What follows belongs to an exercise in optimizing a design on an open flow for small area and a short achievable clock period; a production flow would make more cautious choices. The RTL was checked by simulation tests, not by an equivalence proof against the original design. Power and IR drop assume default switching activity.

File: flow/flow/run.sh
#!/bin/bash
set -euo pipefail
export SETUP_SLACK_MARGIN=5
# let timing repair change a cell's footprint (drive strength) in every step
sed 's|"\${@:-finish}"|MATCH_CELL_FOOTPRINT=0 "${@:-finish}"|' standard.sh > standard_own.sh
grep -q 'MATCH_CELL_FOOTPRINT=0' standard_own.sh
bash standard_own.sh > standard_flow.log 2>&1
File: flow/standard.sh
#!/bin/bash
# synth_recipe.tcl (not shown) runs the flow's synth.tcl, then flattens the netlist and writes it again
# the make line also repeats each setting of config.mk as NAME=value (left out here)
make -C /OpenROAD-flow-scripts/flow DESIGN_CONFIG=/design/flow/config.mk WORK_HOME=/design/flow/orfs CLKGATE_MAP_FILE= SYNTH_SCRIPT=/design/flow/synth_recipe.tcl "${@:-finish}"
File: flow/config.mk
export PLATFORM = sky130hd
export DESIGN_NAME = RF_ALU
export DESIGN_NICKNAME = RF_ALU
export VERILOG_FILES = /design/flow/design.v
export SDC_FILE = /design/flow/constraint.sdc
export NUM_CORES = 8
export LEC_CHECK = 0
export CAP_MARGIN = 20
export CORE_MARGIN = 2
export CORE_UTILIZATION = 40
export CTS_CLUSTER_DIAMETER = 80
export CTS_CLUSTER_SIZE = 24
export SLEW_MARGIN = 20
export SYNTH_HIERARCHICAL = 1
File: flow/constraint.sdc
create_clock -name core_clock -period 9.0 [get_ports {clk}]
set_input_delay 1.8000 -clock core_clock [delete_from_list [all_inputs] [get_ports {clk}]]
set_output_delay 1.8000 -clock core_clock [all_outputs]
set_load 0.01 [all_outputs]
File: flow/design.v
module RF_ALU (input clk,
               input RegSet,
               input RegWrite,
               input [3:0] ALU_control,
               input [31:0] instr,
               input [31:0] Writedata,
               output reg [31:0] rd1,
               output reg [31:0] rd2,
               output [31:0] ALU_result,
               output Zero);
wire [4:0] rs1 = instr[19:15];
wire [4:0] rs2 = instr[24:20];
wire [4:0] rd  = instr[11:7];
reg        pend_v;
reg        pend_alu;
reg [4:0]  pend_rd;
reg [31:0] pend_wd;
reg [31:0] regs [1:31];
wire [31:0] wdata = pend_alu ? ALU_result : pend_wd;
wire [31:0] stale;         
assign stale[0] = 1'b0;
wire [32*32-1:0] rows;     
assign rows[31:0] = wdata;
genvar r, k;
generate
    for (r = 1; r < 32; r = r + 1) begin : row
        wire we   = pend_v && (pend_rd == r);
        wire hold = !we;
        wire [31:0] d;
        assign stale[r] = we;
        assign rows[32*r +: 32] = regs[r];
        for (k = 0; k < 32; k = k + 1) begin : bt
            g_ao22 wc (.a1(regs[r][k]), .a2(hold), .b1(wdata[k]), .b2(we), .y(d[k]));
        end
        always @(posedge clk) regs[r] <= d;
    end
endgenerate
function [31:0] selects(input [4:0] rs, input [31:0] stl, input pv, input [4:0] prd);
    integer j;
    begin
        selects[0] = pv && (rs == prd) && (rs != 5'd0);
        for (j = 1; j < 32; j = j + 1)
            selects[j] = (rs == j) && !stl[j];
    end
endfunction
wire [31:0] sel1 = selects(rs1, stale, pend_v, pend_rd);
wire [31:0] sel2 = selects(rs2, stale, pend_v, pend_rd);
wire [31:0] a, b;
generate
    for (k = 0; k < 32; k = k + 1) begin : rdbit
        wire [31:0] col;
        for (r = 0; r < 32; r = r + 1) begin : c
            assign col[r] = rows[32*r + k];
        end
        rf_mux32 m1 (.sel(sel1), .d(col), .q(a[k]));
        rf_mux32 m2 (.sel(sel2), .d(col), .q(b[k]));
    end
endgenerate
wire op_and   = (ALU_control == 4'b0000);
wire op_or    = (ALU_control == 4'b0001);
wire op_sub   = (ALU_control == 4'b0110);
wire op_arith = (ALU_control == 4'b0010) || op_sub;
wire [31:0] aa, g0n, t0n;
generate
    for (k = 0; k < 32; k = k + 1) begin : pg
        g_xor2  x (.a(a[k]), .b(op_sub), .y(aa[k]));
        g_nand3 g (.a(aa[k]), .b(b[k]), .c(op_arith), .y(g0n[k]));
        g_nor2  t (.a(aa[k]), .b(b[k]), .y(t0n[k]));
    end
endgenerate
reg [31:0] alu_p;    
reg [31:0] alu_g;    
reg [31:2] alu_t;    
wire l1g_1;
wire l1g_2;
wire l1t_2;
wire l1g_3;
wire l1t_3;
wire l1g_4;
wire l1t_4;
wire l1g_5;
wire l1t_5;
wire l1g_6;
wire l1t_6;
wire l1g_7;
wire l1t_7;
wire l1g_8;
wire l1t_8;
wire l1g_9;
wire l1t_9;
wire l1g_10;
wire l1t_10;
wire l1g_11;
wire l1t_11;
wire l1g_12;
wire l1t_12;
wire l1g_13;
wire l1t_13;
wire l1g_14;
wire l1t_14;
wire l1g_15;
wire l1t_15;
wire l1g_16;
wire l1t_16;
wire l1g_17;
wire l1t_17;
wire l1g_18;
wire l1t_18;
wire l1g_19;
wire l1t_19;
wire l1g_20;
wire l1t_20;
wire l1g_21;
wire l1t_21;
wire l1g_22;
wire l1t_22;
wire l1g_23;
wire l1t_23;
wire l1g_24;
wire l1t_24;
wire l1g_25;
wire l1t_25;
wire l1g_26;
wire l1t_26;
wire l1g_27;
wire l1t_27;
wire l1g_28;
wire l1t_28;
wire l1g_29;
wire l1t_29;
wire l1g_30;
wire l1t_30;
wire l1g_31;
wire l1t_31;
wire n_alu_g_0;
wire l2g_2;
wire l2g_3;
wire l2g_4;
wire l2t_4;
wire l2g_5;
wire l2t_5;
wire l2g_6;
wire l2t_6;
wire l2g_7;
wire l2t_7;
wire l2g_8;
wire l2t_8;
wire l2g_9;
wire l2t_9;
wire l2g_10;
wire l2t_10;
wire l2g_11;
wire l2t_11;
wire l2g_12;
wire l2t_12;
wire l2g_13;
wire l2t_13;
wire l2g_14;
wire l2t_14;
wire l2g_15;
wire l2t_15;
wire l2g_16;
wire l2t_16;
wire l2g_17;
wire l2t_17;
wire l2g_18;
wire l2t_18;
wire l2g_19;
wire l2t_19;
wire l2g_20;
wire l2t_20;
wire l2g_21;
wire l2t_21;
wire l2g_22;
wire l2t_22;
wire l2g_23;
wire l2t_23;
wire l2g_24;
wire l2t_24;
wire l2g_25;
wire l2t_25;
wire l2g_26;
wire l2t_26;
wire l2g_27;
wire l2t_27;
wire l2g_28;
wire l2t_28;
wire l2g_29;
wire l2t_29;
wire l2g_30;
wire l2t_30;
wire l2g_31;
wire l2t_31;
wire l3g_4;
wire n_alu_g_1;
wire l3g_5;
wire l3g_6;
wire l3g_7;
wire l3g_8;
wire l3t_8;
wire l3g_9;
wire l3t_9;
wire l3g_10;
wire l3t_10;
wire l3g_11;
wire l3t_11;
wire l3g_12;
wire l3t_12;
wire l3g_13;
wire l3t_13;
wire l3g_14;
wire l3t_14;
wire l3g_15;
wire l3t_15;
wire l3g_16;
wire l3t_16;
wire l3g_17;
wire l3t_17;
wire l3g_18;
wire l3t_18;
wire l3g_19;
wire l3t_19;
wire l3g_20;
wire l3t_20;
wire l3g_21;
wire l3t_21;
wire l3g_22;
wire l3t_22;
wire l3g_23;
wire l3t_23;
wire l3g_24;
wire l3t_24;
wire l3g_25;
wire l3t_25;
wire l3g_26;
wire l3t_26;
wire l3g_27;
wire l3t_27;
wire l3g_28;
wire l3t_28;
wire l3g_29;
wire l3t_29;
wire l3g_30;
wire l3t_30;
wire l3g_31;
wire l3t_31;
wire l4g_8;
wire l4g_9;
wire n_l2g_2;
wire l4g_10;
wire n_l2g_3;
wire l4g_11;
wire l4g_12;
wire l4g_13;
wire l4g_14;
wire l4g_15;
wire l4g_16;
wire l4t_16;
wire l4g_17;
wire l4t_17;
wire l4g_18;
wire l4t_18;
wire l4g_19;
wire l4t_19;
wire l4g_20;
wire l4t_20;
wire l4g_21;
wire l4t_21;
wire l4g_22;
wire l4t_22;
wire l4g_23;
wire l4t_23;
wire l4g_24;
wire l4t_24;
wire l4g_25;
wire l4t_25;
wire l4g_26;
wire l4t_26;
wire l4g_27;
wire l4t_27;
wire l4g_28;
wire l4t_28;
wire l4g_29;
wire l4t_29;
wire l4g_30;
wire l4t_30;
wire l4g_31;
wire l4t_31;
wire l5g_16;
wire l5g_17;
wire l5g_18;
wire l5g_19;
wire n_l3g_4;
wire l5g_20;
wire n_l3g_5;
wire l5g_21;
wire n_l3g_6;
wire l5g_22;
wire n_l3g_7;
wire l5g_23;
wire l5g_24;
wire l5g_25;
wire l5g_26;
wire l5g_27;
wire l5g_28;
wire l5g_29;
wire l5g_30;
wire l5g_31;
g_oai21 p0g1 (.a1(t0n[1]), .a2(g0n[0]), .b1(g0n[1]), .y(l1g_1));
g_oai21 p0g2 (.a1(t0n[2]), .a2(g0n[1]), .b1(g0n[2]), .y(l1g_2));
g_nor2 p0t2 (.a(t0n[2]), .b(t0n[1]), .y(l1t_2));
g_oai21 p0g3 (.a1(t0n[3]), .a2(g0n[2]), .b1(g0n[3]), .y(l1g_3));
g_nor2 p0t3 (.a(t0n[3]), .b(t0n[2]), .y(l1t_3));
g_oai21 p0g4 (.a1(t0n[4]), .a2(g0n[3]), .b1(g0n[4]), .y(l1g_4));
g_nor2 p0t4 (.a(t0n[4]), .b(t0n[3]), .y(l1t_4));
g_oai21 p0g5 (.a1(t0n[5]), .a2(g0n[4]), .b1(g0n[5]), .y(l1g_5));
g_nor2 p0t5 (.a(t0n[5]), .b(t0n[4]), .y(l1t_5));
g_oai21 p0g6 (.a1(t0n[6]), .a2(g0n[5]), .b1(g0n[6]), .y(l1g_6));
g_nor2 p0t6 (.a(t0n[6]), .b(t0n[5]), .y(l1t_6));
g_oai21 p0g7 (.a1(t0n[7]), .a2(g0n[6]), .b1(g0n[7]), .y(l1g_7));
g_nor2 p0t7 (.a(t0n[7]), .b(t0n[6]), .y(l1t_7));
g_oai21 p0g8 (.a1(t0n[8]), .a2(g0n[7]), .b1(g0n[8]), .y(l1g_8));
g_nor2 p0t8 (.a(t0n[8]), .b(t0n[7]), .y(l1t_8));
g_oai21 p0g9 (.a1(t0n[9]), .a2(g0n[8]), .b1(g0n[9]), .y(l1g_9));
g_nor2 p0t9 (.a(t0n[9]), .b(t0n[8]), .y(l1t_9));
g_oai21 p0g10 (.a1(t0n[10]), .a2(g0n[9]), .b1(g0n[10]), .y(l1g_10));
g_nor2 p0t10 (.a(t0n[10]), .b(t0n[9]), .y(l1t_10));
g_oai21 p0g11 (.a1(t0n[11]), .a2(g0n[10]), .b1(g0n[11]), .y(l1g_11));
g_nor2 p0t11 (.a(t0n[11]), .b(t0n[10]), .y(l1t_11));
g_oai21 p0g12 (.a1(t0n[12]), .a2(g0n[11]), .b1(g0n[12]), .y(l1g_12));
g_nor2 p0t12 (.a(t0n[12]), .b(t0n[11]), .y(l1t_12));
g_oai21 p0g13 (.a1(t0n[13]), .a2(g0n[12]), .b1(g0n[13]), .y(l1g_13));
g_nor2 p0t13 (.a(t0n[13]), .b(t0n[12]), .y(l1t_13));
g_oai21 p0g14 (.a1(t0n[14]), .a2(g0n[13]), .b1(g0n[14]), .y(l1g_14));
g_nor2 p0t14 (.a(t0n[14]), .b(t0n[13]), .y(l1t_14));
g_oai21 p0g15 (.a1(t0n[15]), .a2(g0n[14]), .b1(g0n[15]), .y(l1g_15));
g_nor2 p0t15 (.a(t0n[15]), .b(t0n[14]), .y(l1t_15));
g_oai21 p0g16 (.a1(t0n[16]), .a2(g0n[15]), .b1(g0n[16]), .y(l1g_16));
g_nor2 p0t16 (.a(t0n[16]), .b(t0n[15]), .y(l1t_16));
g_oai21 p0g17 (.a1(t0n[17]), .a2(g0n[16]), .b1(g0n[17]), .y(l1g_17));
g_nor2 p0t17 (.a(t0n[17]), .b(t0n[16]), .y(l1t_17));
g_oai21 p0g18 (.a1(t0n[18]), .a2(g0n[17]), .b1(g0n[18]), .y(l1g_18));
g_nor2 p0t18 (.a(t0n[18]), .b(t0n[17]), .y(l1t_18));
g_oai21 p0g19 (.a1(t0n[19]), .a2(g0n[18]), .b1(g0n[19]), .y(l1g_19));
g_nor2 p0t19 (.a(t0n[19]), .b(t0n[18]), .y(l1t_19));
g_oai21 p0g20 (.a1(t0n[20]), .a2(g0n[19]), .b1(g0n[20]), .y(l1g_20));
g_nor2 p0t20 (.a(t0n[20]), .b(t0n[19]), .y(l1t_20));
g_oai21 p0g21 (.a1(t0n[21]), .a2(g0n[20]), .b1(g0n[21]), .y(l1g_21));
g_nor2 p0t21 (.a(t0n[21]), .b(t0n[20]), .y(l1t_21));
g_oai21 p0g22 (.a1(t0n[22]), .a2(g0n[21]), .b1(g0n[22]), .y(l1g_22));
g_nor2 p0t22 (.a(t0n[22]), .b(t0n[21]), .y(l1t_22));
g_oai21 p0g23 (.a1(t0n[23]), .a2(g0n[22]), .b1(g0n[23]), .y(l1g_23));
g_nor2 p0t23 (.a(t0n[23]), .b(t0n[22]), .y(l1t_23));
g_oai21 p0g24 (.a1(t0n[24]), .a2(g0n[23]), .b1(g0n[24]), .y(l1g_24));
g_nor2 p0t24 (.a(t0n[24]), .b(t0n[23]), .y(l1t_24));
g_oai21 p0g25 (.a1(t0n[25]), .a2(g0n[24]), .b1(g0n[25]), .y(l1g_25));
g_nor2 p0t25 (.a(t0n[25]), .b(t0n[24]), .y(l1t_25));
g_oai21 p0g26 (.a1(t0n[26]), .a2(g0n[25]), .b1(g0n[26]), .y(l1g_26));
g_nor2 p0t26 (.a(t0n[26]), .b(t0n[25]), .y(l1t_26));
g_oai21 p0g27 (.a1(t0n[27]), .a2(g0n[26]), .b1(g0n[27]), .y(l1g_27));
g_nor2 p0t27 (.a(t0n[27]), .b(t0n[26]), .y(l1t_27));
g_oai21 p0g28 (.a1(t0n[28]), .a2(g0n[27]), .b1(g0n[28]), .y(l1g_28));
g_nor2 p0t28 (.a(t0n[28]), .b(t0n[27]), .y(l1t_28));
g_oai21 p0g29 (.a1(t0n[29]), .a2(g0n[28]), .b1(g0n[29]), .y(l1g_29));
g_nor2 p0t29 (.a(t0n[29]), .b(t0n[28]), .y(l1t_29));
g_oai21 p0g30 (.a1(t0n[30]), .a2(g0n[29]), .b1(g0n[30]), .y(l1g_30));
g_nor2 p0t30 (.a(t0n[30]), .b(t0n[29]), .y(l1t_30));
g_oai21 p0g31 (.a1(t0n[31]), .a2(g0n[30]), .b1(g0n[31]), .y(l1g_31));
g_nor2 p0t31 (.a(t0n[31]), .b(t0n[30]), .y(l1t_31));
g_inv i_n_alu_g_0 (.a(alu_g[0]), .y(n_alu_g_0));
g_aoi21 p1g2 (.a1(alu_t[2]), .a2(n_alu_g_0), .b1(alu_g[2]), .y(l2g_2));
g_aoi21 p1g3 (.a1(alu_t[3]), .a2(alu_g[1]), .b1(alu_g[3]), .y(l2g_3));
g_aoi21 p1g4 (.a1(alu_t[4]), .a2(alu_g[2]), .b1(alu_g[4]), .y(l2g_4));
g_nand2 p1t4 (.a(alu_t[4]), .b(alu_t[2]), .y(l2t_4));
g_aoi21 p1g5 (.a1(alu_t[5]), .a2(alu_g[3]), .b1(alu_g[5]), .y(l2g_5));
g_nand2 p1t5 (.a(alu_t[5]), .b(alu_t[3]), .y(l2t_5));
g_aoi21 p1g6 (.a1(alu_t[6]), .a2(alu_g[4]), .b1(alu_g[6]), .y(l2g_6));
g_nand2 p1t6 (.a(alu_t[6]), .b(alu_t[4]), .y(l2t_6));
g_aoi21 p1g7 (.a1(alu_t[7]), .a2(alu_g[5]), .b1(alu_g[7]), .y(l2g_7));
g_nand2 p1t7 (.a(alu_t[7]), .b(alu_t[5]), .y(l2t_7));
g_aoi21 p1g8 (.a1(alu_t[8]), .a2(alu_g[6]), .b1(alu_g[8]), .y(l2g_8));
g_nand2 p1t8 (.a(alu_t[8]), .b(alu_t[6]), .y(l2t_8));
g_aoi21 p1g9 (.a1(alu_t[9]), .a2(alu_g[7]), .b1(alu_g[9]), .y(l2g_9));
g_nand2 p1t9 (.a(alu_t[9]), .b(alu_t[7]), .y(l2t_9));
g_aoi21 p1g10 (.a1(alu_t[10]), .a2(alu_g[8]), .b1(alu_g[10]), .y(l2g_10));
g_nand2 p1t10 (.a(alu_t[10]), .b(alu_t[8]), .y(l2t_10));
g_aoi21 p1g11 (.a1(alu_t[11]), .a2(alu_g[9]), .b1(alu_g[11]), .y(l2g_11));
g_nand2 p1t11 (.a(alu_t[11]), .b(alu_t[9]), .y(l2t_11));
g_aoi21 p1g12 (.a1(alu_t[12]), .a2(alu_g[10]), .b1(alu_g[12]), .y(l2g_12));
g_nand2 p1t12 (.a(alu_t[12]), .b(alu_t[10]), .y(l2t_12));
g_aoi21 p1g13 (.a1(alu_t[13]), .a2(alu_g[11]), .b1(alu_g[13]), .y(l2g_13));
g_nand2 p1t13 (.a(alu_t[13]), .b(alu_t[11]), .y(l2t_13));
g_aoi21 p1g14 (.a1(alu_t[14]), .a2(alu_g[12]), .b1(alu_g[14]), .y(l2g_14));
g_nand2 p1t14 (.a(alu_t[14]), .b(alu_t[12]), .y(l2t_14));
g_aoi21 p1g15 (.a1(alu_t[15]), .a2(alu_g[13]), .b1(alu_g[15]), .y(l2g_15));
g_nand2 p1t15 (.a(alu_t[15]), .b(alu_t[13]), .y(l2t_15));
g_aoi21 p1g16 (.a1(alu_t[16]), .a2(alu_g[14]), .b1(alu_g[16]), .y(l2g_16));
g_nand2 p1t16 (.a(alu_t[16]), .b(alu_t[14]), .y(l2t_16));
g_aoi21 p1g17 (.a1(alu_t[17]), .a2(alu_g[15]), .b1(alu_g[17]), .y(l2g_17));
g_nand2 p1t17 (.a(alu_t[17]), .b(alu_t[15]), .y(l2t_17));
g_aoi21 p1g18 (.a1(alu_t[18]), .a2(alu_g[16]), .b1(alu_g[18]), .y(l2g_18));
g_nand2 p1t18 (.a(alu_t[18]), .b(alu_t[16]), .y(l2t_18));
g_aoi21 p1g19 (.a1(alu_t[19]), .a2(alu_g[17]), .b1(alu_g[19]), .y(l2g_19));
g_nand2 p1t19 (.a(alu_t[19]), .b(alu_t[17]), .y(l2t_19));
g_aoi21 p1g20 (.a1(alu_t[20]), .a2(alu_g[18]), .b1(alu_g[20]), .y(l2g_20));
g_nand2 p1t20 (.a(alu_t[20]), .b(alu_t[18]), .y(l2t_20));
g_aoi21 p1g21 (.a1(alu_t[21]), .a2(alu_g[19]), .b1(alu_g[21]), .y(l2g_21));
g_nand2 p1t21 (.a(alu_t[21]), .b(alu_t[19]), .y(l2t_21));
g_aoi21 p1g22 (.a1(alu_t[22]), .a2(alu_g[20]), .b1(alu_g[22]), .y(l2g_22));
g_nand2 p1t22 (.a(alu_t[22]), .b(alu_t[20]), .y(l2t_22));
g_aoi21 p1g23 (.a1(alu_t[23]), .a2(alu_g[21]), .b1(alu_g[23]), .y(l2g_23));
g_nand2 p1t23 (.a(alu_t[23]), .b(alu_t[21]), .y(l2t_23));
g_aoi21 p1g24 (.a1(alu_t[24]), .a2(alu_g[22]), .b1(alu_g[24]), .y(l2g_24));
g_nand2 p1t24 (.a(alu_t[24]), .b(alu_t[22]), .y(l2t_24));
g_aoi21 p1g25 (.a1(alu_t[25]), .a2(alu_g[23]), .b1(alu_g[25]), .y(l2g_25));
g_nand2 p1t25 (.a(alu_t[25]), .b(alu_t[23]), .y(l2t_25));
g_aoi21 p1g26 (.a1(alu_t[26]), .a2(alu_g[24]), .b1(alu_g[26]), .y(l2g_26));
g_nand2 p1t26 (.a(alu_t[26]), .b(alu_t[24]), .y(l2t_26));
g_aoi21 p1g27 (.a1(alu_t[27]), .a2(alu_g[25]), .b1(alu_g[27]), .y(l2g_27));
g_nand2 p1t27 (.a(alu_t[27]), .b(alu_t[25]), .y(l2t_27));
g_aoi21 p1g28 (.a1(alu_t[28]), .a2(alu_g[26]), .b1(alu_g[28]), .y(l2g_28));
g_nand2 p1t28 (.a(alu_t[28]), .b(alu_t[26]), .y(l2t_28));
g_aoi21 p1g29 (.a1(alu_t[29]), .a2(alu_g[27]), .b1(alu_g[29]), .y(l2g_29));
g_nand2 p1t29 (.a(alu_t[29]), .b(alu_t[27]), .y(l2t_29));
g_aoi21 p1g30 (.a1(alu_t[30]), .a2(alu_g[28]), .b1(alu_g[30]), .y(l2g_30));
g_nand2 p1t30 (.a(alu_t[30]), .b(alu_t[28]), .y(l2t_30));
g_aoi21 p1g31 (.a1(alu_t[31]), .a2(alu_g[29]), .b1(alu_g[31]), .y(l2g_31));
g_nand2 p1t31 (.a(alu_t[31]), .b(alu_t[29]), .y(l2t_31));
g_oai21 p2g4 (.a1(l2t_4), .a2(alu_g[0]), .b1(l2g_4), .y(l3g_4));
g_inv i_n_alu_g_1 (.a(alu_g[1]), .y(n_alu_g_1));
g_oai21 p2g5 (.a1(l2t_5), .a2(n_alu_g_1), .b1(l2g_5), .y(l3g_5));
g_oai21 p2g6 (.a1(l2t_6), .a2(l2g_2), .b1(l2g_6), .y(l3g_6));
g_oai21 p2g7 (.a1(l2t_7), .a2(l2g_3), .b1(l2g_7), .y(l3g_7));
g_oai21 p2g8 (.a1(l2t_8), .a2(l2g_4), .b1(l2g_8), .y(l3g_8));
g_nor2 p2t8 (.a(l2t_8), .b(l2t_4), .y(l3t_8));
g_oai21 p2g9 (.a1(l2t_9), .a2(l2g_5), .b1(l2g_9), .y(l3g_9));
g_nor2 p2t9 (.a(l2t_9), .b(l2t_5), .y(l3t_9));
g_oai21 p2g10 (.a1(l2t_10), .a2(l2g_6), .b1(l2g_10), .y(l3g_10));
g_nor2 p2t10 (.a(l2t_10), .b(l2t_6), .y(l3t_10));
g_oai21 p2g11 (.a1(l2t_11), .a2(l2g_7), .b1(l2g_11), .y(l3g_11));
g_nor2 p2t11 (.a(l2t_11), .b(l2t_7), .y(l3t_11));
g_oai21 p2g12 (.a1(l2t_12), .a2(l2g_8), .b1(l2g_12), .y(l3g_12));
g_nor2 p2t12 (.a(l2t_12), .b(l2t_8), .y(l3t_12));
g_oai21 p2g13 (.a1(l2t_13), .a2(l2g_9), .b1(l2g_13), .y(l3g_13));
g_nor2 p2t13 (.a(l2t_13), .b(l2t_9), .y(l3t_13));
g_oai21 p2g14 (.a1(l2t_14), .a2(l2g_10), .b1(l2g_14), .y(l3g_14));
g_nor2 p2t14 (.a(l2t_14), .b(l2t_10), .y(l3t_14));
g_oai21 p2g15 (.a1(l2t_15), .a2(l2g_11), .b1(l2g_15), .y(l3g_15));
g_nor2 p2t15 (.a(l2t_15), .b(l2t_11), .y(l3t_15));
g_oai21 p2g16 (.a1(l2t_16), .a2(l2g_12), .b1(l2g_16), .y(l3g_16));
g_nor2 p2t16 (.a(l2t_16), .b(l2t_12), .y(l3t_16));
g_oai21 p2g17 (.a1(l2t_17), .a2(l2g_13), .b1(l2g_17), .y(l3g_17));
g_nor2 p2t17 (.a(l2t_17), .b(l2t_13), .y(l3t_17));
g_oai21 p2g18 (.a1(l2t_18), .a2(l2g_14), .b1(l2g_18), .y(l3g_18));
g_nor2 p2t18 (.a(l2t_18), .b(l2t_14), .y(l3t_18));
g_oai21 p2g19 (.a1(l2t_19), .a2(l2g_15), .b1(l2g_19), .y(l3g_19));
g_nor2 p2t19 (.a(l2t_19), .b(l2t_15), .y(l3t_19));
g_oai21 p2g20 (.a1(l2t_20), .a2(l2g_16), .b1(l2g_20), .y(l3g_20));
g_nor2 p2t20 (.a(l2t_20), .b(l2t_16), .y(l3t_20));
g_oai21 p2g21 (.a1(l2t_21), .a2(l2g_17), .b1(l2g_21), .y(l3g_21));
g_nor2 p2t21 (.a(l2t_21), .b(l2t_17), .y(l3t_21));
g_oai21 p2g22 (.a1(l2t_22), .a2(l2g_18), .b1(l2g_22), .y(l3g_22));
g_nor2 p2t22 (.a(l2t_22), .b(l2t_18), .y(l3t_22));
g_oai21 p2g23 (.a1(l2t_23), .a2(l2g_19), .b1(l2g_23), .y(l3g_23));
g_nor2 p2t23 (.a(l2t_23), .b(l2t_19), .y(l3t_23));
g_oai21 p2g24 (.a1(l2t_24), .a2(l2g_20), .b1(l2g_24), .y(l3g_24));
g_nor2 p2t24 (.a(l2t_24), .b(l2t_20), .y(l3t_24));
g_oai21 p2g25 (.a1(l2t_25), .a2(l2g_21), .b1(l2g_25), .y(l3g_25));
g_nor2 p2t25 (.a(l2t_25), .b(l2t_21), .y(l3t_25));
g_oai21 p2g26 (.a1(l2t_26), .a2(l2g_22), .b1(l2g_26), .y(l3g_26));
g_nor2 p2t26 (.a(l2t_26), .b(l2t_22), .y(l3t_26));
g_oai21 p2g27 (.a1(l2t_27), .a2(l2g_23), .b1(l2g_27), .y(l3g_27));
g_nor2 p2t27 (.a(l2t_27), .b(l2t_23), .y(l3t_27));
g_oai21 p2g28 (.a1(l2t_28), .a2(l2g_24), .b1(l2g_28), .y(l3g_28));
g_nor2 p2t28 (.a(l2t_28), .b(l2t_24), .y(l3t_28));
g_oai21 p2g29 (.a1(l2t_29), .a2(l2g_25), .b1(l2g_29), .y(l3g_29));
g_nor2 p2t29 (.a(l2t_29), .b(l2t_25), .y(l3t_29));
g_oai21 p2g30 (.a1(l2t_30), .a2(l2g_26), .b1(l2g_30), .y(l3g_30));
g_nor2 p2t30 (.a(l2t_30), .b(l2t_26), .y(l3t_30));
g_oai21 p2g31 (.a1(l2t_31), .a2(l2g_27), .b1(l2g_31), .y(l3g_31));
g_nor2 p2t31 (.a(l2t_31), .b(l2t_27), .y(l3t_31));
g_aoi21 p3g8 (.a1(l3t_8), .a2(n_alu_g_0), .b1(l3g_8), .y(l4g_8));
g_aoi21 p3g9 (.a1(l3t_9), .a2(alu_g[1]), .b1(l3g_9), .y(l4g_9));
g_inv i_n_l2g_2 (.a(l2g_2), .y(n_l2g_2));
g_aoi21 p3g10 (.a1(l3t_10), .a2(n_l2g_2), .b1(l3g_10), .y(l4g_10));
g_inv i_n_l2g_3 (.a(l2g_3), .y(n_l2g_3));
g_aoi21 p3g11 (.a1(l3t_11), .a2(n_l2g_3), .b1(l3g_11), .y(l4g_11));
g_aoi21 p3g12 (.a1(l3t_12), .a2(l3g_4), .b1(l3g_12), .y(l4g_12));
g_aoi21 p3g13 (.a1(l3t_13), .a2(l3g_5), .b1(l3g_13), .y(l4g_13));
g_aoi21 p3g14 (.a1(l3t_14), .a2(l3g_6), .b1(l3g_14), .y(l4g_14));
g_aoi21 p3g15 (.a1(l3t_15), .a2(l3g_7), .b1(l3g_15), .y(l4g_15));
g_aoi21 p3g16 (.a1(l3t_16), .a2(l3g_8), .b1(l3g_16), .y(l4g_16));
g_nand2 p3t16 (.a(l3t_16), .b(l3t_8), .y(l4t_16));
g_aoi21 p3g17 (.a1(l3t_17), .a2(l3g_9), .b1(l3g_17), .y(l4g_17));
g_nand2 p3t17 (.a(l3t_17), .b(l3t_9), .y(l4t_17));
g_aoi21 p3g18 (.a1(l3t_18), .a2(l3g_10), .b1(l3g_18), .y(l4g_18));
g_nand2 p3t18 (.a(l3t_18), .b(l3t_10), .y(l4t_18));
g_aoi21 p3g19 (.a1(l3t_19), .a2(l3g_11), .b1(l3g_19), .y(l4g_19));
g_nand2 p3t19 (.a(l3t_19), .b(l3t_11), .y(l4t_19));
g_aoi21 p3g20 (.a1(l3t_20), .a2(l3g_12), .b1(l3g_20), .y(l4g_20));
g_nand2 p3t20 (.a(l3t_20), .b(l3t_12), .y(l4t_20));
g_aoi21 p3g21 (.a1(l3t_21), .a2(l3g_13), .b1(l3g_21), .y(l4g_21));
g_nand2 p3t21 (.a(l3t_21), .b(l3t_13), .y(l4t_21));
g_aoi21 p3g22 (.a1(l3t_22), .a2(l3g_14), .b1(l3g_22), .y(l4g_22));
g_nand2 p3t22 (.a(l3t_22), .b(l3t_14), .y(l4t_22));
g_aoi21 p3g23 (.a1(l3t_23), .a2(l3g_15), .b1(l3g_23), .y(l4g_23));
g_nand2 p3t23 (.a(l3t_23), .b(l3t_15), .y(l4t_23));
g_aoi21 p3g24 (.a1(l3t_24), .a2(l3g_16), .b1(l3g_24), .y(l4g_24));
g_nand2 p3t24 (.a(l3t_24), .b(l3t_16), .y(l4t_24));
g_aoi21 p3g25 (.a1(l3t_25), .a2(l3g_17), .b1(l3g_25), .y(l4g_25));
g_nand2 p3t25 (.a(l3t_25), .b(l3t_17), .y(l4t_25));
g_aoi21 p3g26 (.a1(l3t_26), .a2(l3g_18), .b1(l3g_26), .y(l4g_26));
g_nand2 p3t26 (.a(l3t_26), .b(l3t_18), .y(l4t_26));
g_aoi21 p3g27 (.a1(l3t_27), .a2(l3g_19), .b1(l3g_27), .y(l4g_27));
g_nand2 p3t27 (.a(l3t_27), .b(l3t_19), .y(l4t_27));
g_aoi21 p3g28 (.a1(l3t_28), .a2(l3g_20), .b1(l3g_28), .y(l4g_28));
g_nand2 p3t28 (.a(l3t_28), .b(l3t_20), .y(l4t_28));
g_aoi21 p3g29 (.a1(l3t_29), .a2(l3g_21), .b1(l3g_29), .y(l4g_29));
g_nand2 p3t29 (.a(l3t_29), .b(l3t_21), .y(l4t_29));
g_aoi21 p3g30 (.a1(l3t_30), .a2(l3g_22), .b1(l3g_30), .y(l4g_30));
g_nand2 p3t30 (.a(l3t_30), .b(l3t_22), .y(l4t_30));
g_aoi21 p3g31 (.a1(l3t_31), .a2(l3g_23), .b1(l3g_31), .y(l4g_31));
g_nand2 p3t31 (.a(l3t_31), .b(l3t_23), .y(l4t_31));
g_oai21 p4g16 (.a1(l4t_16), .a2(alu_g[0]), .b1(l4g_16), .y(l5g_16));
g_oai21 p4g17 (.a1(l4t_17), .a2(n_alu_g_1), .b1(l4g_17), .y(l5g_17));
g_oai21 p4g18 (.a1(l4t_18), .a2(l2g_2), .b1(l4g_18), .y(l5g_18));
g_oai21 p4g19 (.a1(l4t_19), .a2(l2g_3), .b1(l4g_19), .y(l5g_19));
g_inv i_n_l3g_4 (.a(l3g_4), .y(n_l3g_4));
g_oai21 p4g20 (.a1(l4t_20), .a2(n_l3g_4), .b1(l4g_20), .y(l5g_20));
g_inv i_n_l3g_5 (.a(l3g_5), .y(n_l3g_5));
g_oai21 p4g21 (.a1(l4t_21), .a2(n_l3g_5), .b1(l4g_21), .y(l5g_21));
g_inv i_n_l3g_6 (.a(l3g_6), .y(n_l3g_6));
g_oai21 p4g22 (.a1(l4t_22), .a2(n_l3g_6), .b1(l4g_22), .y(l5g_22));
g_inv i_n_l3g_7 (.a(l3g_7), .y(n_l3g_7));
g_oai21 p4g23 (.a1(l4t_23), .a2(n_l3g_7), .b1(l4g_23), .y(l5g_23));
g_oai21 p4g24 (.a1(l4t_24), .a2(l4g_8), .b1(l4g_24), .y(l5g_24));
g_oai21 p4g25 (.a1(l4t_25), .a2(l4g_9), .b1(l4g_25), .y(l5g_25));
g_oai21 p4g26 (.a1(l4t_26), .a2(l4g_10), .b1(l4g_26), .y(l5g_26));
g_oai21 p4g27 (.a1(l4t_27), .a2(l4g_11), .b1(l4g_27), .y(l5g_27));
g_oai21 p4g28 (.a1(l4t_28), .a2(l4g_12), .b1(l4g_28), .y(l5g_28));
g_oai21 p4g29 (.a1(l4t_29), .a2(l4g_13), .b1(l4g_29), .y(l5g_29));
g_oai21 p4g30 (.a1(l4t_30), .a2(l4g_14), .b1(l4g_30), .y(l5g_30));
g_oai21 p4g31 (.a1(l4t_31), .a2(l4g_15), .b1(l4g_31), .y(l5g_31));
reg [1:0] nzq;
g_nor2 zr (.a(nzq[0]), .b(nzq[1]), .y(Zero));
wire [31:0] ab_x;
wire [15:0] ab_o1;
wire [7:0] ab_o2;
wire [3:0] ab_o3;
wire ne_lo, ne_hi;
generate
    for (k = 0; k < 32; k = k + 1) begin : zx
        g_xor2 x (.a(a[k]), .b(b[k]), .y(ab_x[k]));
    end
    for (k = 0; k < 16; k = k + 1) begin : z1
        g_nor2 o (.a(ab_x[2*k]), .b(ab_x[2*k+1]), .y(ab_o1[k]));
    end
    for (k = 0; k < 8; k = k + 1) begin : z2
        g_nand2 o (.a(ab_o1[2*k]), .b(ab_o1[2*k+1]), .y(ab_o2[k]));
    end
    for (k = 0; k < 4; k = k + 1) begin : z3
        g_nor2 o (.a(ab_o2[2*k]), .b(ab_o2[2*k+1]), .y(ab_o3[k]));
    end
endgenerate
g_nand2 z4l (.a(ab_o3[0]), .b(ab_o3[1]), .y(ne_lo));
g_nand2 z4h (.a(ab_o3[2]), .b(ab_o3[3]), .y(ne_hi));
assign ALU_result[0] = alu_p[0];
g_xnor2 s1 (.a(alu_p[1]), .b(alu_g[0]), .y(ALU_result[1]));
g_xor2 s2 (.a(alu_p[2]), .b(alu_g[1]), .y(ALU_result[2]));
g_xnor2 s3 (.a(alu_p[3]), .b(l2g_2), .y(ALU_result[3]));
g_xnor2 s4 (.a(alu_p[4]), .b(l2g_3), .y(ALU_result[4]));
g_xor2 s5 (.a(alu_p[5]), .b(l3g_4), .y(ALU_result[5]));
g_xor2 s6 (.a(alu_p[6]), .b(l3g_5), .y(ALU_result[6]));
g_xor2 s7 (.a(alu_p[7]), .b(l3g_6), .y(ALU_result[7]));
g_xor2 s8 (.a(alu_p[8]), .b(l3g_7), .y(ALU_result[8]));
g_xnor2 s9 (.a(alu_p[9]), .b(l4g_8), .y(ALU_result[9]));
g_xnor2 s10 (.a(alu_p[10]), .b(l4g_9), .y(ALU_result[10]));
g_xnor2 s11 (.a(alu_p[11]), .b(l4g_10), .y(ALU_result[11]));
g_xnor2 s12 (.a(alu_p[12]), .b(l4g_11), .y(ALU_result[12]));
g_xnor2 s13 (.a(alu_p[13]), .b(l4g_12), .y(ALU_result[13]));
g_xnor2 s14 (.a(alu_p[14]), .b(l4g_13), .y(ALU_result[14]));
g_xnor2 s15 (.a(alu_p[15]), .b(l4g_14), .y(ALU_result[15]));
g_xnor2 s16 (.a(alu_p[16]), .b(l4g_15), .y(ALU_result[16]));
g_xor2 s17 (.a(alu_p[17]), .b(l5g_16), .y(ALU_result[17]));
g_xor2 s18 (.a(alu_p[18]), .b(l5g_17), .y(ALU_result[18]));
g_xor2 s19 (.a(alu_p[19]), .b(l5g_18), .y(ALU_result[19]));
g_xor2 s20 (.a(alu_p[20]), .b(l5g_19), .y(ALU_result[20]));
g_xor2 s21 (.a(alu_p[21]), .b(l5g_20), .y(ALU_result[21]));
g_xor2 s22 (.a(alu_p[22]), .b(l5g_21), .y(ALU_result[22]));
g_xor2 s23 (.a(alu_p[23]), .b(l5g_22), .y(ALU_result[23]));
g_xor2 s24 (.a(alu_p[24]), .b(l5g_23), .y(ALU_result[24]));
g_xor2 s25 (.a(alu_p[25]), .b(l5g_24), .y(ALU_result[25]));
g_xor2 s26 (.a(alu_p[26]), .b(l5g_25), .y(ALU_result[26]));
g_xor2 s27 (.a(alu_p[27]), .b(l5g_26), .y(ALU_result[27]));
g_xor2 s28 (.a(alu_p[28]), .b(l5g_27), .y(ALU_result[28]));
g_xor2 s29 (.a(alu_p[29]), .b(l5g_28), .y(ALU_result[29]));
g_xor2 s30 (.a(alu_p[30]), .b(l5g_29), .y(ALU_result[30]));
g_xor2 s31 (.a(alu_p[31]), .b(l5g_30), .y(ALU_result[31]));
always @(posedge clk) begin
    rd1 <= a;
    rd2 <= b;
    nzq <= {ne_hi, ne_lo};
    alu_p <= op_arith ? (a ^ b) : op_and ? (a & b) : op_or ? (a | b) : ALU_result;
    alu_g[0] <= g0n[0];
    alu_g[1] <= l1g_1;
    alu_g[2] <= l1g_2;
    alu_g[3] <= l1g_3;
    alu_g[4] <= l1g_4;
    alu_g[5] <= l1g_5;
    alu_g[6] <= l1g_6;
    alu_g[7] <= l1g_7;
    alu_g[8] <= l1g_8;
    alu_g[9] <= l1g_9;
    alu_g[10] <= l1g_10;
    alu_g[11] <= l1g_11;
    alu_g[12] <= l1g_12;
    alu_g[13] <= l1g_13;
    alu_g[14] <= l1g_14;
    alu_g[15] <= l1g_15;
    alu_g[16] <= l1g_16;
    alu_g[17] <= l1g_17;
    alu_g[18] <= l1g_18;
    alu_g[19] <= l1g_19;
    alu_g[20] <= l1g_20;
    alu_g[21] <= l1g_21;
    alu_g[22] <= l1g_22;
    alu_g[23] <= l1g_23;
    alu_g[24] <= l1g_24;
    alu_g[25] <= l1g_25;
    alu_g[26] <= l1g_26;
    alu_g[27] <= l1g_27;
    alu_g[28] <= l1g_28;
    alu_g[29] <= l1g_29;
    alu_g[30] <= l1g_30;
    alu_g[31] <= l1g_31;
    alu_t[2] <= l1t_2;
    alu_t[3] <= l1t_3;
    alu_t[4] <= l1t_4;
    alu_t[5] <= l1t_5;
    alu_t[6] <= l1t_6;
    alu_t[7] <= l1t_7;
    alu_t[8] <= l1t_8;
    alu_t[9] <= l1t_9;
    alu_t[10] <= l1t_10;
    alu_t[11] <= l1t_11;
    alu_t[12] <= l1t_12;
    alu_t[13] <= l1t_13;
    alu_t[14] <= l1t_14;
    alu_t[15] <= l1t_15;
    alu_t[16] <= l1t_16;
    alu_t[17] <= l1t_17;
    alu_t[18] <= l1t_18;
    alu_t[19] <= l1t_19;
    alu_t[20] <= l1t_20;
    alu_t[21] <= l1t_21;
    alu_t[22] <= l1t_22;
    alu_t[23] <= l1t_23;
    alu_t[24] <= l1t_24;
    alu_t[25] <= l1t_25;
    alu_t[26] <= l1t_26;
    alu_t[27] <= l1t_27;
    alu_t[28] <= l1t_28;
    alu_t[29] <= l1t_29;
    alu_t[30] <= l1t_30;
    alu_t[31] <= l1t_31;
    pend_v   <= (RegWrite || RegSet) && (rd != 5'd0);
    pend_alu <= RegWrite;
    pend_rd  <= rd;
    pend_wd  <= Writedata;
end
endmodule
module rf_mux32 (input [31:0] sel, input [31:0] d, output q);
wire [3:0] u;
wire [1:0] v;
genvar j;
generate
    for (j = 0; j < 4; j = j + 1) begin : l1
        rf_mux8 x (.sel(sel[8*j +: 8]), .d(d[8*j +: 8]), .y(u[j]));
    end
endgenerate
g_nor2 v0 (.a(u[0]), .b(u[1]), .y(v[0]));
g_nor2 v1 (.a(u[2]), .b(u[3]), .y(v[1]));
g_nand2 o (.a(v[0]), .b(v[1]), .y(q));
endmodule
module rf_mux8 (input [7:0] sel, input [7:0] d, output y);
assign y = |(sel & d);
endmodule
module g_ao22 (input a1, input a2, input b1, input b2, output y);
assign y = (a1 & a2) | (b1 & b2);
endmodule
module g_aoi21 (input a1, input a2, input b1, output y);
assign y = ~((a1 & a2) | b1);
endmodule
module g_oai21 (input a1, input a2, input b1, output y);
assign y = ~((a1 | a2) & b1);
endmodule
module g_nand4 (input a, input b, input c, input d, output y);
assign y = ~(a & b & c & d);
endmodule
module g_nand3 (input a, input b, input c, output y);
assign y = ~(a & b & c);
endmodule
module g_nand2 (input a, input b, output y);
assign y = ~(a & b);
endmodule
module g_nor2 (input a, input b, output y);
assign y = ~(a | b);
endmodule
module g_xor2 (input a, input b, output y);
assign y = a ^ b;
endmodule
module g_inv (input a, output y);
assign y = ~a;
endmodule
module g_xnor2 (input a, input b, output y);
assign y = ~(a ^ b);
endmodule
==> metrics.cfg, run 1 <==
[place]
dp_hpwl_mm=131
io_buffer_count=150
routabilityCongestion=0.943
placedInstanceArea_um2=53900

[synth]
syn_nets=4755
synth_area_per_cell_um2=10.5
syn-cell-area_um2=48500
yosysSeqAreaShare_pct=49.1
yosysWarnings=9
ys_seq_elements=1189
synth.distinct_cells=43
syn_inst=4620

[routing]
post-route-drc-count=0
avgRoutedWirePerCell_um=33.6
routed-wl-met3_mm=30.0
wirelength_mm=224
route.met2.wl_mm=89.8
avgViaCountPerCell=7.01
postRouteAntennaNets=0
drt_iter0_markers=7866
drt-pass1-iter-count=7
m1WireLength_mm=90.7
top_layer=met5
vias=46700

[setup_path]
critPathRequiredTime_ns=7.20
critPathCaptureType=output pin
r2r_slack_ns=4.92
cp.arrival_ns=2.29
r2r-start=pend_rd[0]$_DFF_P_
critical_path_class=reg2out
crit_path_start_kind=flip-flop
startpoint=alu_t[0]$_DFF_P_
rr_worst_depth=15
critical_path_peak_fanout=3

[die]
ios=168
row_count=127
dieArea_um2=124000
coreArea_um2=120000
die_h_um=352
fp.dieW_um=352
initial_core_util_pct=40.4

[grt]
antenna_found_initial=10
track_usage_pct=33.8
grt_max_degree=95
grt_pass1_wl_mm=311
overflow=0
grt_pass1_vias=42200

[clock_tree]
cts_hold_buf=0
cts.sinks=1189
cts_tree=built
cts_root_buf=clkbuf_16
htreeDepth=2
path_clk_slew_ns=0.09
clock_path_buffers=3
clock_latency_ns=0.74
cts_buffers=59

[timing]
hold_viol=0
setup_viol=0
skew_ns=0.0559
tightest_slew_ns=1.15
maxSlewHeadroom_pct=23.3
rsz0062_at_grt=true
max_freq_mhz=244
fin_crit_sh_pct=45.5
layout_min_cycle_time_ns=4.09
setup-tns-final_ns=0
slew_viol_final=0

[pwr]
p_leak_uw=0.0213
powerDensity_nw_per_um2=263
vdd.ir_drop.worst_v=0.000179

[layout]
drive_gt1_share_pct=17.3
mostFrequentLayoutCell=dfxtp_1
final_cell_mix=dfxtp_1 (1157), a22oi_1 (1024), a22o_1 (993)
design_area_um2=57800
syn2layout_area_growth_pct=19.1
layout.nets=5161

[flow_run]
maxCapViolations=0

[min_path]
hp-start=regs[5][3]$_DFF_P_
hold_path_depth=1
hp-class=reg2reg

[status]
status=no timing/DRC/antenna violations

==> metal layers <==
layer,up-vias,global-route usage [%]
li1,19700,-
met1,23400,46.7
met2,3122,46.2
met3,487,11.5
met4,10,17.2
met5,-,0
==> modules after synthesis, one instance, submodules excluded, a selection <==
module / cell area, um^2 / flip-flops and latches / copies in the design / cells inside
g_nor2: 3.75 / 0 / 231 / 1
g_oai21: 5.00 / 0 / 72 / 1
g_xor2: 8.76 / 0 / 83 / 1
g_aoi21: 8.76 / 0 / 52 / 1
RF_ALU: 27400 / 1189 / 1 / 1744
g_inv: 3.75 / 0 / 8 / 1
==> power by group <==
part	switching (uW)	total (uW)	internal (uW)
Sequential	1190	7970	6790
Combinational	2230	4100	1870
Clock	1850	3120	1270
==> synthesized netlist by cell type, drive strengths merged <==
library cell  number  area [um^2]
nand2            159          597
a21oi             52          455
nor3              56          292
o21ai             72          360
mux2i              1         10.0
or4b               1         13.8
nand3b             4         30.0
dfxtp           1188        23800
a22o             993         8700
xnor2             19          166
nor4              14         87.6
nor2b              1         6.26
clkbuf            15         57.6
nand4b             3         26.3
ha                64          801
and2               1         6.26
nor3b              1         7.51
and3              31          194
o41ai             31          324
nand2b            12         75.1
nand3             35          175
nor2             321         1230
or3                2         12.5
xor2              83          727
mux2              32          360
buf               26          173
a22oi           1024         7690
or4                2         15.0
or2                6         37.5
o22a               1         8.76
edfxtp             1         30.0
nand4            257         1610
inv              104          390
a211oi             3         22.5
a211o              2         17.5
nand4bb            3         33.8
==> critical path, stage by stage (launching register included) <==
cell     delay (ns)
dfxtp_2        0.41
nand2_4        0.09
o21ai_4        0.24
a21oi_4        0.10
buf_6          0.12
o21ai_4        0.20
xor2_2         0.22
buf_2          0.17
==> per-stage QoR <==
stage / hold slack [ns] / worst slack [ns] / instances / power [uW] / utilization (%)
final: 0.514 / 4.91 / 6660 / 15200 / 48.1
after detailed placement: 0.495 / 3.07 / 6498 / 11800 / 44.9
after global placement: 0.488 / 3.07 / 6498 / 11700 / 44.9
after CTS: 0.517 / 4.81 / 6619 / 14900 / 47.3
after floorplan: 0.478 / 2.94 / 4620 / 10100 / -
after global routing: 0.530 / 4.82 / 6656 / 15800 / 48.1
==> cell type report <==
cell class / count / area, um^2
tap: 1612 / 2020
clock inverter: 14 / 186
antenna: 5 / 12.5
sequential: 1189 / 23900
multi-input combinational: 3288 / 26200
timing repair buffer: 384 / 3600
fill: 11200 / 62400
clock buffer: 64 / 1500
inverter: 104 / 395
==> worst paths after layout <==
check | endpoint
worst min register to register | regs[5][3]$_DFF_P_
worst max-delay path | ALU_result[29]
worst max register to register | nzq[0]$_DFF_P_
worst min-delay path | regs[5][3]$_DFF_P_
==> repair_timing <==
action | CTS | global route
buffers inserted | 40 | 33
cloned | 3 | 3
setup endpoints to repair | 188 | 114
endpoints found under the hold margin | 0 | 0
pin swaps | 48 | 80
resized for setup | 300 | 199
==> sequential cells by signal, indices dropped and copies added, names as in the netlist <==
register / count
regs: 992
alu_p: 32
pend_wd: 32
rd1: 32
rd2: 32
alu_g: 31
alu_t: 29
pend_rd: 5
nzq: 2
pend_alu: 1
pend_v: 1
==> kinds of logic (layout without fill, tap and decap cells) <==
family / Yosys count / count (layout) / synth area share (%)
AO/OA/AOI/OAI: 2178 / 2178 / 36.2
flip-flops: 1189 / 1189 / 49.1
AND/OR/NAND/NOR: 909 / 911 / 9.16
buffers and inverters: 145 / 566 / 1.28
XOR/XNOR: 102 / 102 / 1.84
adder cells (fa/ha/maj): 64 / 64 / 1.65
multiplexers: 33 / 33 / 0.763
other: 0 / 5 / 0
==> inputs of run 2 (changes only) <==
==> flow/flow/run.sh (replaced) <==
#!/bin/bash
# Own layout flow: the standard flow (standard.sh, standard synthesis
# unchanged) with two changes to how the layout is made:
#  - port buffers are sky130_fd_sc_hd__buf_2 (timing repair resizes them),
#  - timing repair may change a cell's footprint in every step.
set -euo pipefail
export SETUP_SLACK_MARGIN=5
export BUFFER_PORTS_ARGS="-buffer_cell sky130_fd_sc_hd__buf_2"
sed 's|"\${@:-finish}"|MATCH_CELL_FOOTPRINT=0 "${@:-finish}"|' standard.sh > standard_own.sh
grep -q 'MATCH_CELL_FOOTPRINT=0' standard_own.sh
bash standard_own.sh > standard_flow.log 2>&1
==> metrics.cfg, run 2 <==
[status]
status=no timing/DRC/antenna violations

[timing]
slew_viol_final=0
timing.hold.ws_ns=0.515
fin_crit_sh_pct=45.4
tightest_slew_ns=1.14
maxSlewHeadroom_pct=23.7
max_freq_mhz=245
rsz0062_at_grt=true
setup_viol=0
skew_ns=0.0475
setup-tns-final_ns=0
layout_min_cycle_time_ns=4.09
hold_viol=0

[routing]
post-route-drc-count=0
avgViaCountPerCell=6.97
avgRoutedWirePerCell_um=33.2
drt_iter0_markers=7708
drt-pass1-iter-count=9
vias=46400
wirelength_mm=221
postRouteAntennaNets=0

[pwr]
powerDensity_nw_per_um2=265
vdd.ir_drop.worst_v=0.000187
p_leak_uw=0.0213

[die]
fp.dieW_um=352
die_h_um=352
initial_core_util_pct=40.4
ios=168
row_count=127
coreArea_um2=120000
dieArea_um2=124000

[layout]
largest_register=regs
nFillCells=11100
syn2layout_area_growth_pct=17.8
design_area_um2=57200
mostFrequentLayoutCell=dfxtp_1
layout.nets=5150
final_cell_mix=dfxtp_1 (1154), a22oi_1 (1022), a22o_1 (993)
largest_reg_flops=992
drive_gt1_share_pct=19.7

[clock_tree]
clock_latency_ns=0.74
cts_root_buf=clkbuf_16
cts.sinks=1189
path_clk_slew_ns=0.09
clock_path_buffers=3
htreeDepth=2
cts_buffers=61
cts_tree=built

[synth]
yosysSeqAreaShare_pct=49.1
ys_async_sr_fraction_pct=0
syn_nets=4755
ys_top_cells_by_area=dfxtp_1 (49%), a22o_1 (18%), a22oi_1 (16%)
synth.largest_area_cell=dfxtp_1
synth_edf_count=1
yosys-top-cells-count=dfxtp_1 (1188), a22oi_1 (1024), a22o_1 (993)
ys_seq_elements=1189
synth_most_common_cell=dfxtp_1
yosys.area.top_type_share_pct=49.0
synth_area_per_cell_um2=10.5
syn-cell-area_um2=48500
syn_inst=4620
yosysWarnings=9
synth.distinct_cells=43
synth_ff_type=dfxtp_1

[setup_path]
r2r-start=alu_g[0]$_DFF_P_
crit_path_start_kind=input port
critPathRequiredTime_ns=9.63
rr_worst_depth=19
cp.arrival_ns=4.72
critical_path_class=in2reg
r2r-end=nzq[1]$_DFF_P_
r2r_slack_ns=4.95
critPathCaptureType=flip-flop
critical_path_peak_fanout=16

[min_path]
min_to=regs[23][7]$_DFF_P_
hp-start=regs[23][7]$_DFF_P_
hp-class=reg2reg
hold_path_depth=1

[place]
dp_hpwl_mm=128
io_buffer_count=150
routabilityCongestion=0.946
placedInstanceArea_um2=53200

[grt]
grt_pass1_wl_mm=306
grt_max_degree=72
overflow=0
track_usage_pct=33.1
antenna_found_initial=8
grt_pass1_vias=42700

[flow_run]
maxCapViolations=0

-- run 2: cell counts after synthesis --
Identical to the previous run, type by type.
-- run 2: per-module statistics from Yosys, one instance, submodules excluded, excerpt --
module   times used  flip-flops and latches  cells
g_ao22          992                       0      1
g_nand3          31                       0      1
g_inv             8                       0      1
g_oai21          72                       0      1
g_nand2         116                       0      1
g_xnor2          11                       0      1
g_aoi21          52                       0      1
-- run 2: critical path, cell delays in order --
cell and delay (ns):
clkbuf_4 0.22, nand2b_4 0.22, or2_4 0.29, nor4_4 0.37
buf_4 0.23, buf_12 0.19, a22oi_1 0.09, nand4_1 0.40
nor2_1 0.12, nand2_2 0.19, inv_2 0.04, ha_2 0.16
and3_1 0.13, o41ai_1 0.23
-- run 2: through the flow --
step                      std cells  setup WS, ns  utilization (%)  total power (uW)
after floorplan                4620          2.94                -             10100
after global placement         6500          3.99             44.2             11500
after detailed placement       6500          3.94             44.2             11600
after CTS                      6613          4.89             46.7             14900
after global routing           6650          4.93             47.6             15700
final                          6651          4.91             47.6             15200
-- run 2: routing by layer --
metal	share of wire [%]	GRT usage, %	vias up
met5	0.027	0	-
met4	5.8	18.3	10
met3	14	13.7	512
met2	40	45.0	3152
met1	40	43.7	23000
li1	-	-	19600
-- run 2: layout make-up --
class | instances | area (um^2) | area share, %
Clock buffer | 66 | 1610 | 2.81
Timing Repair Buffer | 373 | 2900 | 5.07
Inverter | 104 | 393 | 0.687
Sequential cell | 1189 | 23900 | 41.8
Multi-Input combinational cell | 3286 | 26100 | 45.7
Antenna cell | 1 | 2.50 | 0.00438
Clock inverter | 20 | 248 | 0.433
Tap cell | 1612 | 2020 | 3.53
-- run 2: timing repair --
item,CTS,global route
hold buffers,0,0
pin swaps,39,84
resized for setup,228,178
setup endpoints to repair,176,113
setup buffers,27,29
gates cloned,0,8
-- run 2: report_power, final --
part	switching, uW	internal [uW]
clock network	1890	1370
logic	2200	1750
registers	1170	6790
total	5270	9900
-- run 2: worst max path at each step --
stage	slack, ns	endpoint	from
detailed placement	3.94	alu_p[30]$_DFF_P_	instr[15]
global placement	3.99	nzq[1]$_DFF_P_	instr[17]
CTS	4.89	ALU_result[31]	alu_g[8]$_DFF_P_
floorplan	2.94	alu_p[0]$_DFFE_PP_	instr[15]
global route	4.93	ALU_result[31]	alu_g[0]$_DFF_P_
finish	4.91	alu_p[22]$_DFF_P_	instr[16]
-- run 2: logic make-up (layout without fill, tap and decap cells) --
logic type,Yosys count,count (layout),share of synthesized area [%]
AOI/OAI and AO/OA,2178,2178,36.2
DFF,1189,1189,49.1
and+or+nand+nor,909,909,9.16
buffers and inverters,145,563,1.28
xor gates and xnor gates,102,102,1.84
adders and majority gates,64,64,1.65
muxes,33,33,0.763
other,0,1,0
==> inputs of run 3 (changes only) <==
==> flow/run.sh (new file) <==
#!/bin/bash
# synth_recipe.tcl (not shown) runs the flow's synth.tcl, then flattens the netlist and writes it again
# the make line also repeats each setting of config.mk as NAME=value (left out here)
make -C /OpenROAD-flow-scripts/flow DESIGN_CONFIG=/design/flow/config.mk WORK_HOME=/design/flow/orfs CLKGATE_MAP_FILE= SYNTH_SCRIPT=/design/flow/synth_recipe.tcl finish
--- a/flow/config.mk
+++ b/flow/config.mk
@@ -7,8 +7,9 @@
 export LEC_CHECK = 0
 export CAP_MARGIN = 20
 export CORE_MARGIN = 2
-export CORE_UTILIZATION = 40
+export CORE_UTILIZATION = 55
 export CTS_CLUSTER_DIAMETER = 80
 export CTS_CLUSTER_SIZE = 24
+export SETUP_SLACK_MARGIN = 5
 export SLEW_MARGIN = 20
 export SYNTH_HIERARCHICAL = 1
removed: flow/flow/run.sh
removed: flow/standard.sh
==> metrics.cfg, run 3 <==
[timing]
tightest_slew_ns=1.23
setup_viol=0
skew_ns=0.0467
fin_crit_sh_pct=46.2
setup_slack_ns=4.84
max_freq_mhz=240
rsz0062_at_grt=true
maxSlewHeadroom_pct=18.3
hold_viol=0
layout_min_cycle_time_ns=4.16
slew_viol_final=0
setup-tns-final_ns=0

[layout]
layout.nets=5166
final_cell_mix=dfxtp_1 (1154), a22oi_1 (1023), a22o_1 (993)
nFillCells=7074
largest_reg_flops=992
syn2layout_area_growth_pct=17.8
drive_gt1_share_pct=17.4
mostFrequentLayoutCell=dfxtp_1
largest_register=regs
finalNonFillerCells=6204
design_area_um2=57100

[routing]
drt-pass1-iter-count=7
vias=47500
postRouteAntennaNets=0
avgViaCountPerCell=7.65
avgRoutedWirePerCell_um=35.4
wirelength_mm=220
drt_iter0_markers=8132
post-route-drc-count=0

[die]
ios=168
die_h_um=301
initial_core_util_pct=55.7
coreArea_um2=87200
fp.dieW_um=301
row_count=108
dieArea_um2=90600

[clock_tree]
cts.sinks=1189
clock_latency_ns=0.72
clock_path_buffers=3
htreeDepth=2
cts_tree=built
cts_buffers=56
path_clk_slew_ns=0.10
cts_root_buf=clkbuf_16

[setup_path]
path_cells=nand2_1 > o21ai_4 > buf_4 > inv_1 > o21ai_2 > xor2_2 > buf_4 > buf_4 > mux2_1 > buf_6 > a22oi_1 > nand4_1 > nor2_1 > nand2_2 > inv_1 > ha_2 > nand2_1 > o41ai_2
cp_num_buf_inv=6
critPathMaxStageDelay_ns=0.49
crit_path_start_kind=flip-flop
critPathCaptureType=flip-flop
cp.arrival_ns=4.72
crit_family=simple AND/OR/NAND/NOR gates
r2r_slack_ns=4.84
crit_slowest_cell=nand4_1
critPathRequiredTime_ns=9.56
cp_common_cell=buf_4
critical_path_peak_fanout=33
critical_path_class=reg2reg

[synth]
syn_nets=4755
yosysSeqAreaShare_pct=49.1
synth_most_common_cell=dfxtp_1
synth_ff_type=dfxtp_1
yosys-top-cells-count=dfxtp_1 (1188), a22oi_1 (1024), a22o_1 (993)
ys_seq_elements=1189
syn-cell-area_um2=48500
yosys.area.top_type_share_pct=49.0
synth_edf_count=1
yosysWarnings=9
ys_top_cells_by_area=dfxtp_1 (49%), a22o_1 (18%), a22oi_1 (16%)
syn_inst=4620
ys_async_sr_fraction_pct=0
synth.largest_area_cell=dfxtp_1
synth_area_per_cell_um2=10.5
synth.distinct_cells=43

[place]
placedInstanceArea_um2=53300
dpl_worst_slack_ns=2.98
place_inst=6041
dp_hpwl_mm=126
io_buffer_count=150
routabilityCongestion=0.966

[pwr]
p_leak_uw=0.0212
p_clk_share_pct=19.6
comb_power_share_pct=27.3
powerDensity_nw_per_um2=263
power_switching_uw=5190
sw_frac_of_total_pct=34.5
seqPwrFrac_pct=53.1
fin_total_pwr_uw=15000
vdd.ir_drop.worst_v=0.000222
power.internal_uw=9850

[grt]
grt_max_degree=96
grt_pass1_wl_mm=303
overflow=0
track_usage_pct=45.5
grt_pass1_vias=43100
antenna_found_initial=7

[min_path]
hp-class=reg2reg

[status]
status=no timing/DRC/antenna violations

[flow_run]
maxCapViolations=0

[run 3: changes by cell type in the layout (fill, tap and decap cells not counted), sizes merged, moves of 4 or more]
cell	previous run	this run
dlygate4sd2	0	4
buf	362	254
clkdlybuf4s50	0	112
clkbuf	72	80
inv	107	99
[run 3: cell families after synthesis]
group / count (synthesis) / synth area share (%)
flip-flops: 1189 / 49.1
AO/OA/AOI/OAI: 2178 / 36.2
AND/OR/NAND/NOR: 909 / 9.16
buffers and inverters: 145 / 1.28
adder cells (fa/ha/maj): 64 / 1.65
XOR/XNOR: 102 / 1.84
multiplexers: 33 / 0.763
[run 3: area by class of cell]
class	count	area, um^2	area share, %
sequential	1189	23900	41.8
timing repair buffer	393	3740	6.54
antenna	4	10.0	0.0175
inverter	104	395	0.692
multi-input combinational	3287	26100	45.7
clock inverter	8	82.6	0.144
clock buffer	64	1480	2.59
tap	1155	1450	2.53
[run 3: power by group through the flow]
stage                     Clock (uW)  Combinational [uW]  Sequential, uW
final                           2950                4100            7980
after global routing            3120                4260            8140
after CTS                       2940                3870            7890
after detailed placement           0                3800            7960
after global placement             0                3720            7910
after floorplan                    0                2400            7750
[run 3: stage by stage]
stage               util (%)  hold WS [ns]
floorplan                  -         0.478
global placement        61.2         0.489
detailed placement      61.2         0.495
CTS                     64.5         0.518
global route            65.6         0.531
finish                  65.6         0.518
[run 3: metal layers]
metal,part of all wire (%),vias up,GRT usage (%),wire (um)
met3,16,667,20.1,36200
met4,7.2,8,27.4,15800
met2,39,3825,61.2,85900
met5,0.061,-,0.582,135
li1,-,19700,-,-
met1,37,23300,59.5,81500
[run 3: repair_timing]
| action | in CTS | in global routing |
|---|---|---|
| hold endpoints to repair | 0 | 0 |
| buffers inserted | 40 | 39 |
| pin swaps | 53 | 69 |
| gates cloned | 2 | 6 |
| endpoints found under the setup margin | 187 | 119 |
| resized for setup | 383 | 175 |
| hold buffers | 0 | 0 |
[run 3: per-module statistics from Yosys, one instance, submodules excluded, a selection]
module	cells	copies in the design	flip-flops and latches	cell area (um^2)
g_xor2	1	83	0	8.76
g_aoi21	1	52	0	8.76
g_nand2	1	116	0	3.75
g_nand3	1	31	0	5.00
g_ao22	1	992	0	8.76
g_inv	1	8	0	3.75
g_oai21	1	72	0	5.00
RF_ALU	1744	1	1189	27400
g_xnor2	1	11	0	8.76
rf_mux8	5	256	0	36.3
g_nor2	1	231	0	3.75
[run 3: worst paths after layout]
path / from / to / cells after the start
hold / removal: regs[23][9]$_DFF_P_ / regs[23][9]$_DFF_P_ / 1
hold reg to reg: regs[23][9]$_DFF_P_ / regs[23][9]$_DFF_P_ / 1
setup / recovery: alu_t[2]$_DFF_P_ / alu_p[21]$_DFF_P_ / 18
setup reg to reg: alu_t[2]$_DFF_P_ / alu_p[21]$_DFF_P_ / 18
==> inputs of run 4 (changes only) <==
--- a/flow/config.mk
+++ b/flow/config.mk
@@ -7,7 +7,7 @@
 export LEC_CHECK = 0
 export CAP_MARGIN = 20
 export CORE_MARGIN = 2
-export CORE_UTILIZATION = 55
+export CORE_UTILIZATION = 40
 export CTS_CLUSTER_DIAMETER = 80
 export CTS_CLUSTER_SIZE = 24
 export SETUP_SLACK_MARGIN = 5
==> metrics.cfg, run 4 <==
[timing]
setup_slack_ns=4.95
rsz0062_at_grt=true
tightest_slew_ns=1.13
hold_viol=0
slew_viol_final=0
maxSlewHeadroom_pct=24.7
skew_ns=0.0309
layout_min_cycle_time_ns=4.05
timing.hold.ws_ns=0.513
fin_crit_sh_pct=45.0

[synth]
syn_nets=4755
synth_edf_count=1
synth_area_per_cell_um2=10.5
synth_ff_type=dfxtp_1
yosysWarnings=9
synth_most_common_cell=dfxtp_1
syn-cell-area_um2=48500
syn_inst=4620
synth.largest_area_cell=dfxtp_1
yosys-top-cells-count=dfxtp_1 (1188), a22oi_1 (1024), a22o_1 (993)
yosysSeqAreaShare_pct=49.1
ys_top_cells_by_area=dfxtp_1 (49%), a22o_1 (18%), a22oi_1 (16%)
synth.distinct_cells=43

[layout]
largest_register=regs
fin_util_pct=48.5
mostFrequentLayoutCell=dfxtp_1
layout.nets=5188
largest_reg_flops=992
final_cell_mix=dfxtp_1 (1152), a22oi_1 (1022), a22o_1 (993)
syn2layout_area_growth_pct=20.0
drive_gt1_share_pct=18.0

[min_path]
hp-class=reg2reg

[routing]
vias=46900
drt_iter0_markers=7538
avgViaCountPerCell=7.01
postRouteAntennaNets=0
wirelength_mm=225
avgRoutedWirePerCell_um=33.6
post-route-drc-count=0
drt-pass1-iter-count=9

[die]
coreArea_um2=120000
dieArea_um2=124000
die_h_um=352
ios=168
row_count=127
initial_core_util_pct=40.4

[grt]
grt_pass1_vias=43300
overflow=0
antenna_found_initial=9
grt_max_degree=96
grt_pass1_wl_mm=313

[clock_tree]
cts_tree=built
cts_root_buf=clkbuf_16
clock_latency_ns=0.73
cts.sinks=1189
path_clk_slew_ns=0.10
clock_path_buffers=3

[status]
status=no timing/DRC/antenna violations

[place]
dpl_worst_slack_ns=3.03
dp_hpwl_mm=131
routabilityCongestion=0.945
io_buffer_count=150

[setup_path]
cp.arrival_ns=2.25
critical_path_peak_fanout=3
critPathCaptureType=output pin
critPathMaxStageDelay_ns=0.39
crit_slowest_cell=dfxtp_2
path_cells=a21oi_4 > buf_6 > o21ai_4 > buf_6 > buf_6 > inv_4 > o21ai_4 > xor2_2 > buf_2

[pwr]
p_leak_uw=0.0215
vdd.ir_drop.worst_v=0.000185

[flow_run]
maxCapViolations=0

-- run 4: cell count changes in the layout (fill, tap and decap cells not counted), sizes merged, moves of 2 or more --
cell and change:
buf +28, clkdlybuf4s15 +2, clkinv +10, inv -6, bufbuf -2
-- run 4: layout make-up --
| type | count | area (um^2) |
|---|---|---|
| Sequential cell | 1189 | 23900 |
| Timing Repair Buffer | 411 | 3870 |
| Inverter | 104 | 400 |
| Antenna cell | 3 | 7.51 |
| Fill cell | 11100 | 61900 |
| Multi-Input combinational cell | 3288 | 26300 |
| Tap cell | 1612 | 2020 |
| Clock inverter | 12 | 168 |
| Clock buffer | 71 | 1590 |
-- run 4: worst max-delay path: cells and delay by family, from the launching register on --
kind | cells | cell delay, ns
buf+inv | 5 | 0.53
xor+xnor | 1 | 0.16
flops | 1 | 0.39
compound gates | 3 | 0.46
-- run 4: worst paths after layout --
check                                          from                  end  slack (ns)  cells after the start
worst max-delay path               alu_t[1]$_DFF_P_       ALU_result[24]        4.95                      9
worst min-delay path            regs[21][2]$_DFF_P_  regs[21][2]$_DFF_P_        0.51                      1
worst max register to register   pend_rd[2]$_DFF_P_    alu_g[10]$_DFF_P_        4.95                     12
worst min register to register  regs[21][2]$_DFF_P_  regs[21][2]$_DFF_P_        0.51                      1
-- run 4: metrics by stage --
| step | area (um^2) | total power [uW] | std cells |
|---|---|---|---|
| after floorplan | 48900 | 10100 | 4620 |
| after global placement | 53900 | 11700 | 6497 |
| after detailed placement | 53900 | 11800 | 6497 |
| after CTS | 57400 | 15000 | 6650 |
| after global routing | 58200 | 15800 | 6687 |
| final | 58200 | 15300 | 6690 |
-- run 4: Yosys stat by module, one instance, submodules excluded, excerpt --
module	flops+latches	cells	copies in the design	cell area, um^2
g_nand3	0	1	31	5.00
g_xnor2	0	1	11	8.76
g_nand2	0	1	116	3.75
g_inv	0	1	8	3.75
g_nor2	0	1	231	3.75
g_aoi21	0	1	52	8.76
g_ao22	0	1	992	8.76
rf_mux8	0	5	256	36.3
g_oai21	0	1	72	5.00
g_xor2	0	1	83	8.76
RF_ALU	1189	1744	1	27400
-- run 4: layer usage --
metal  global-route usage (%)  part of all wire, %  up-vias
li1                         -                    -    19800
met5                        0                 0.19        -
met3                     12.6                   14      535
met1                     44.6                   39    23300
met2                     47.4                   41     3327
met4                     20.0                  6.3       12
-- run 4: power breakdown --
| group | total (uW) | internal, uW | switching (uW) |
|---|---|---|---|
| clock | 3190 | 1330 | 1860 |
| sequential | 7980 | 6790 | 1190 |
| combinational | 4120 | 1870 | 2240 |
| total | 15300 | 10000 | 5300 |
-- run 4: kinds of logic (layout without fill, tap and decap cells) --
group	Yosys count	count (layout)	share of synthesized area, %
compound gates	2178	2178	36.2
flops	1189	1189	49.1
simple gates	909	911	9.16
buf+inv	145	598	1.28
xor+xnor	102	102	1.84
fa+ha+maj	64	64	1.65
mux	33	33	0.763
other cells	0	3	0
-- run 4: what timing repair did --
action / 4_1_cts / 5_1_grt
setup buffers: 66 / 32
pin swaps: 76 / 84
gates cloned: 4 / 5
gates resized for setup: 424 / 167
hold buffers: 0 / 0
endpoints found under the setup margin: 187 / 117

Check on run 4: ideal ports give 4.946 ns setup slack; a clkbuf_16 on the clock port and buf_2 on the inputs give 4.874 ns; moving port delays by the midpoint clock arrival (0.786 ns) as well gives 4.204 ns.
